What follows belongs to an exercise in optimizing a design on an open flow for small area and a short achievable clock period; a production flow would make more cautious choices. Power is estimated from default activity; no workload was simulated.

## job 101
## e203_exu_alu_dpath
module e203_exu_alu_dpath(
  input alu_req_alu,
  input alu_req_alu_add,
  input alu_req_alu_sub,
  input alu_req_alu_xor,
  input alu_req_alu_sll,
  input alu_req_alu_srl,
  input alu_req_alu_sra,
  input alu_req_alu_or,
  input alu_req_alu_and,
  input alu_req_alu_slt,
  input alu_req_alu_sltu,
  input alu_req_alu_lui,
  input [32-1:0] alu_req_alu_op1,
  input [32-1:0] alu_req_alu_op2,
  output [32-1:0] alu_req_alu_res,
  input bjp_req_alu,
  input [32-1:0] bjp_req_alu_op1,
  input [32-1:0] bjp_req_alu_op2,
  input bjp_req_alu_cmp_eq,
  input bjp_req_alu_cmp_ne,
  input bjp_req_alu_cmp_lt,
  input bjp_req_alu_cmp_gt,
  input bjp_req_alu_cmp_ltu,
  input bjp_req_alu_cmp_gtu,
  input bjp_req_alu_add,
  output bjp_req_alu_cmp_res,
  output [32-1:0] bjp_req_alu_add_res,
  input agu_req_alu,
  input [32-1:0] agu_req_alu_op1,
  input [32-1:0] agu_req_alu_op2,
  input agu_req_alu_swap,
  input agu_req_alu_add,
  input agu_req_alu_and,
  input agu_req_alu_or,
  input agu_req_alu_xor,
  input agu_req_alu_max,
  input agu_req_alu_min,
  input agu_req_alu_maxu,
  input agu_req_alu_minu,
  output [32-1:0] agu_req_alu_res,
  input agu_sbf_0_ena,
  input [32-1:0] agu_sbf_0_nxt,
  output [32-1:0] agu_sbf_0_r,
  input agu_sbf_1_ena,
  input [32-1:0] agu_sbf_1_nxt,
  output [32-1:0] agu_sbf_1_r,
  input clk,
  input rst_n
);
localparam W = 32;
wire alu = alu_req_alu;
wire bjp = bjp_req_alu;
wire agu = agu_req_alu;
wire op_sub = (alu & (alu_req_alu_sub | alu_req_alu_slt | alu_req_alu_sltu))
            | (bjp & ~bjp_req_alu_add)
            | (agu & (agu_req_alu_max | agu_req_alu_min | agu_req_alu_maxu | agu_req_alu_minu));
wire e_c = (alu & (alu_req_alu_add | alu_req_alu_sub | alu_req_alu_lui))
         | (bjp & bjp_req_alu_add)
         | (agu & (agu_req_alu_add | agu_req_alu_swap));
wire op_or  = (alu & alu_req_alu_or)  | (agu & agu_req_alu_or);
wire op_and = (alu & alu_req_alu_and) | (agu & agu_req_alu_and);
wire op_xor = (alu & alu_req_alu_xor) | (agu & agu_req_alu_xor);
wire e_g = op_or | op_and;
wire e_p = ~(e_c | op_or | op_xor);
wire op_unsigned = (alu & alu_req_alu_sltu)
                 | (bjp & (bjp_req_alu_cmp_ltu | bjp_req_alu_cmp_gtu))
                 | (agu & (agu_req_alu_maxu | agu_req_alu_minu));
wire op_slt  = alu & (alu_req_alu_slt | alu_req_alu_sltu);
  ...
==> flow/config.mk <==
export PLATFORM = sky130hd
export DESIGN_NAME = e203_exu_alu_dpath
export DESIGN_NICKNAME = e203_exu_alu_dpath
export VERILOG_FILES = /design/flow/design.v
export SDC_FILE = /design/flow/constraint.sdc
export NUM_CORES = 4
export LEC_CHECK = 0
export CAP_MARGIN = 20
export CORE_MARGIN = 2
export CORE_UTILIZATION = 40
export SETUP_SLACK_MARGIN = 1.2
export SLEW_MARGIN = 20
==> flow/constraint.sdc <==
create_clock -name core_clock -period 8.5 [get_ports {clk}]
set_input_delay 1.7000 -clock core_clock [delete_from_list [all_inputs] [get_ports {clk}]]
set_output_delay 1.7000 -clock core_clock [all_outputs]
set_load 0.01 [all_outputs]
standard.sh (not shown) runs the stock make flow with config.mk's settings and CLKGATE_MAP_FILE= SYNTH_SCRIPT=/design/flow/synth_recipe.tcl, a recipe that flattens the netlist after the stock synthesis.
==> flow/flow/run.sh <==
#!/bin/bash
# Layout flow: the standard flow (standard.sh) with two changes:
#  - synthesis is the standard script (synth_recipe.tcl: same passes, then
#    flatten and renames) except for the ABC mapping scripts (see synth.tcl);
#  - every port gets a buffer, as standard, but the plain buf_1 rather than
#    the delay cell buffer_ports picks by default.
set -euo pipefail
HERE=$(pwd)
export BUFFER_PORTS_ARGS="-buffer_cell sky130_fd_sc_hd__buf_1"
export MY_ABC_SCRIPT="$HERE/flow/abc.script"
if [[ -f "$HERE/flow/abc_sh.script" ]]; then
  export MY_ABC_SCRIPT_SH="$HERE/flow/abc_sh.script"
  export SYNTH_KEEP_MODULES="e203_alu_shifter"
fi
make -C "$FLOW_HOME" DESIGN_CONFIG="$HERE/config.mk" WORK_HOME="$HERE/orfs" CLKGATE_MAP_FILE= \
  SYNTH_SCRIPT="$HERE/flow/synth.tcl" synth > "$HERE/synth_make.log" 2>&1
unset SYNTH_KEEP_MODULES MY_ABC_SCRIPT MY_ABC_SCRIPT_SH
bash standard.sh > "$HERE/standard_flow.log" 2>&1
==> flow/flow/abc.script <==
strash
&get -n
&fraig -x
&put
scorr
dc2
strash
&get -n
&dch -f
&nf -R 1000
&put
buffer
upsize
dnsize
==> flow/flow/synth.tcl <==
# synth_recipe.tcl, with ABC's mapping script replaced: flow/abc.script for the
# top module and, when the design keeps a shifter module apart
# (SYNTH_KEEP_MODULES), flow/abc_sh.script for that module. Everything is
# flattened at the end exactly as synth_recipe.tcl does.
proc synth {args} { yosys synth -nofsm -noshare {*}$args }
proc abc {args} {
  set i [lsearch -exact $args -script]
  set top $args
  lset top [expr {$i + 1}] $::env(MY_ABC_SCRIPT)
  if {[info exists ::env(MY_ABC_SCRIPT_SH)] && [info exists ::env(SYNTH_KEEP_MODULES)]} {
    set sh $args
    lset sh [expr {$i + 1}] $::env(MY_ABC_SCRIPT_SH)
    foreach m $::env(SYNTH_KEEP_MODULES) { yosys abc {*}$sh $m }
    yosys abc {*}$top $::env(DESIGN_NAME)
  } else {
    yosys abc {*}$top
  }
}
source $::env(SCRIPTS_DIR)/synth.tcl
# left out here: clear keep_hierarchy, flatten, clean up, hide names made inside functions, write 1_2_yosys.v
Job 101 reached the end of the flow, and the finished layout is clean on the timing, design-rule and antenna checks.
For job 102, these inputs were changed with respect to job 101:
==> flow/flow/run.sh <==
#!/bin/bash
# Layout flow: the standard flow (standard.sh) with two changes:
#  - synthesis is the standard script (synth_recipe.tcl: same passes, flatten,
#    renames) except that ABC maps the logic with flow/abc.script;
#  - every port gets a buffer (as standard), but the plain buf_1 rather than
#    the delay cell buffer_ports picks by default.
set -euo pipefail
HERE=$(pwd)
export BUFFER_PORTS_ARGS="-buffer_cell sky130_fd_sc_hd__buf_1"
export MY_ABC_SCRIPT="$HERE/flow/abc.script"
make -C "$FLOW_HOME" DESIGN_CONFIG="$HERE/config.mk" WORK_HOME="$HERE/orfs" CLKGATE_MAP_FILE= \
  SYNTH_SCRIPT="$HERE/flow/synth.tcl" synth > "$HERE/synth_make.log" 2>&1
bash standard.sh > "$HERE/standard_flow.log" 2>&1
==> flow/flow/abc.script <==
strash
dch
map
buffer
upsize
dnsize
==> flow/flow/synth.tcl <==
# synth_recipe.tcl, with ABC's mapping script replaced by MY_ABC_SCRIPT.
proc synth {args} { yosys synth -nofsm -noshare {*}$args }
proc abc {args} {
  set i [lsearch -exact $args -script]
  if {$i >= 0 && [info exists ::env(MY_ABC_SCRIPT)]} { lset args [expr {$i + 1}] $::env(MY_ABC_SCRIPT) }
  puts "abc (own script): $args"
  yosys abc {*}$args
}
source $::env(SCRIPTS_DIR)/synth.tcl
# left out here: clear keep_hierarchy, flatten, clean up, hide names made inside functions, write 1_2_yosys.v
--- outcome ---
In the tables for job 102 and job 101, number of nets produced by synthesis reads higher with job 102. Sort job 102 and job 101 by synthesized-area fraction occupied by ao, oa, aoi and oai cells desc -> top: job 101. Synthesis-to-layout area growth in job 102 vs job 101: down 28 points. Looking at total power, job 102 sits about 15% below job 101. Largest fanout on the critical path sits higher in job 102 than in job 101. Taking job 101 as the reference point, the total global routing track utilization of job 102 falls by 4.0 points.
Edits applied to the flow inputs when going from job 102 to job 103:
# job 102
export LEC_CHECK = 0
export CAP_MARGIN = 20
export CORE_MARGIN = 2
export CORE_UTILIZATION = 40
export SETUP_SLACK_MARGIN = 1.2
export SLEW_MARGIN = 20
create_clock -name core_clock -period 8.5 [get_ports {clk}]
# job 103
export LEC_CHECK = 0
export CAP_MARGIN = 20
export CORE_MARGIN = 2
export CORE_UTILIZATION = 60
export SETUP_SLACK_MARGIN = 0.8
export SLEW_MARGIN = 20
create_clock -name core_clock -period 8.5 [get_ports {clk}]
[summary]
Job 103 never completed, since it errored out during I/O pin placement (3_2_place_iop). | number of enable-type register cells in the synthesized netlist | job 103 vs job 102 | ≈ equal |. Job 103: initial core utilization is 20 points higher than what job 102 reported. Share of synthesized cell area in and, or, nand and nor gates came out exactly the same in job 102 and job 103. Looking at job 102 and job 103, the synthesized cell count is a wash.
Edits applied to the flow inputs when going from job 103 to job 104:
# job 103
export LEC_CHECK = 0
export CAP_MARGIN = 20
export CORE_MARGIN = 2
export CORE_UTILIZATION = 60
export SETUP_SLACK_MARGIN = 0.8
export SLEW_MARGIN = 20
create_clock -name core_clock -period 8.5 [get_ports {clk}]
# job 104
export LEC_CHECK = 0
export CAP_MARGIN = 20
export CORE_MARGIN = 2
export CORE_UTILIZATION = 40
export CTS_BUF_LIST = sky130_fd_sc_hd__clkbuf_8
export SETUP_SLACK_MARGIN = 1.2
export SLEW_MARGIN = 20
create_clock -name core_clock -period 8.5 [get_ports {clk}]
Findings:
- Job 104: done, clean on timing, DRC and antenna
- Fraction of the mapped netlist area in adder cells came out exactly the same in job 104 and job 103.
- Mux share of post-synthesis cell area: job 104 vs job 103 identical
- Status: portion of the post-synthesis area used by sequential elements parity (job 103, job 104)
- Taking job 103 over job 104, the cell row count ratio works out to 0.815.
- Measured against job 103, the chip width of job 104 comes out at 1.2 times the reference value.
- Count of unique library cells instantiated by Yosys: job 103 vs job 104 identical
For job 105, these inputs were changed with respect to job 104:
# job 104
export LEC_CHECK = 0
export CAP_MARGIN = 20
export CORE_MARGIN = 2
export CORE_UTILIZATION = 40
export CTS_BUF_LIST = sky130_fd_sc_hd__clkbuf_8
export SETUP_SLACK_MARGIN = 1.2
export SLEW_MARGIN = 20
create_clock -name core_clock -period 8.5 [get_ports {clk}]
# job 105
export LEC_CHECK = 0
export CAP_MARGIN = 20
export CORE_MARGIN = 2
export CORE_UTILIZATION = 40
export SETUP_SLACK_MARGIN = 0.8
export SLEW_MARGIN = 20
create_clock -name core_clock -period 8.5 [get_ports {clk}]
[summary]
Between job 104 and job 105, the first-pass GRT wire length does not differ in any meaningful way.
Job 105 reports its library cell contributing the largest single delay on the critical path as ha_1 while job 104 reports a221o_1.
Post-synth design cell area: job 105 vs job 104 identical
| final area | job 104 vs job 105 | ≈ equal |
Summary of job 105 over job 104: power shows an increase of about 4%; combinational power shows no meaningful change; biggest fanout along the worst timing path shows an increase of 10; final wirelength shows a reduction of about 0.4%; post-CTS clock slew at the launch and capture registers of the worst setup and hold paths shows a reduction of 0.02 ns.
Job 105 reports a higher post-route clock period utilization than job 104 does.
Function was not checked in any run of this note: the RTL went through the layout flow alone.

-- static timing again, ports no longer ideal --
The results above use ideal ports. As a check the final layouts listed here were re-extracted and re-timed, cells and wires unchanged.
Step 1 sets driving cells, clkbuf_16 on the clock port and buf_2 on the other inputs (assumed; they add their load-dependent delay and slew).
Step 2 adds t to the input delays and takes it off the output delays; t is the mean of the earliest and latest rising clock arrival at the registers after step 1. Input paths then give back, and output paths get back, about the clock's delay inside the block.
a / b / c = ideal / step 1 / step 2; a / b = the first two.
| run | t (ns) | setup WS [ns] | worst slew at a driven data input, ns |
|---|---|---|---|
| job 101 | 0.370 | 0.515 / 0.443 / 0.443 | 0.14 |
| job 102 | 0.363 | 1.396 / 1.372 / 1.372 | 0.07 |
| job 104 | 0.373 | 1.389 / 1.365 / 1.365 | 0.07 |
| job 105 | 0.364 | 0.993 / 0.968 / 0.968 | 0.07 |
After both steps setup and hold are still met in every run listed. The setup slack of job 101, which loses most, moves by -0.072 ns with the drivers and by -0.072 ns with both steps.
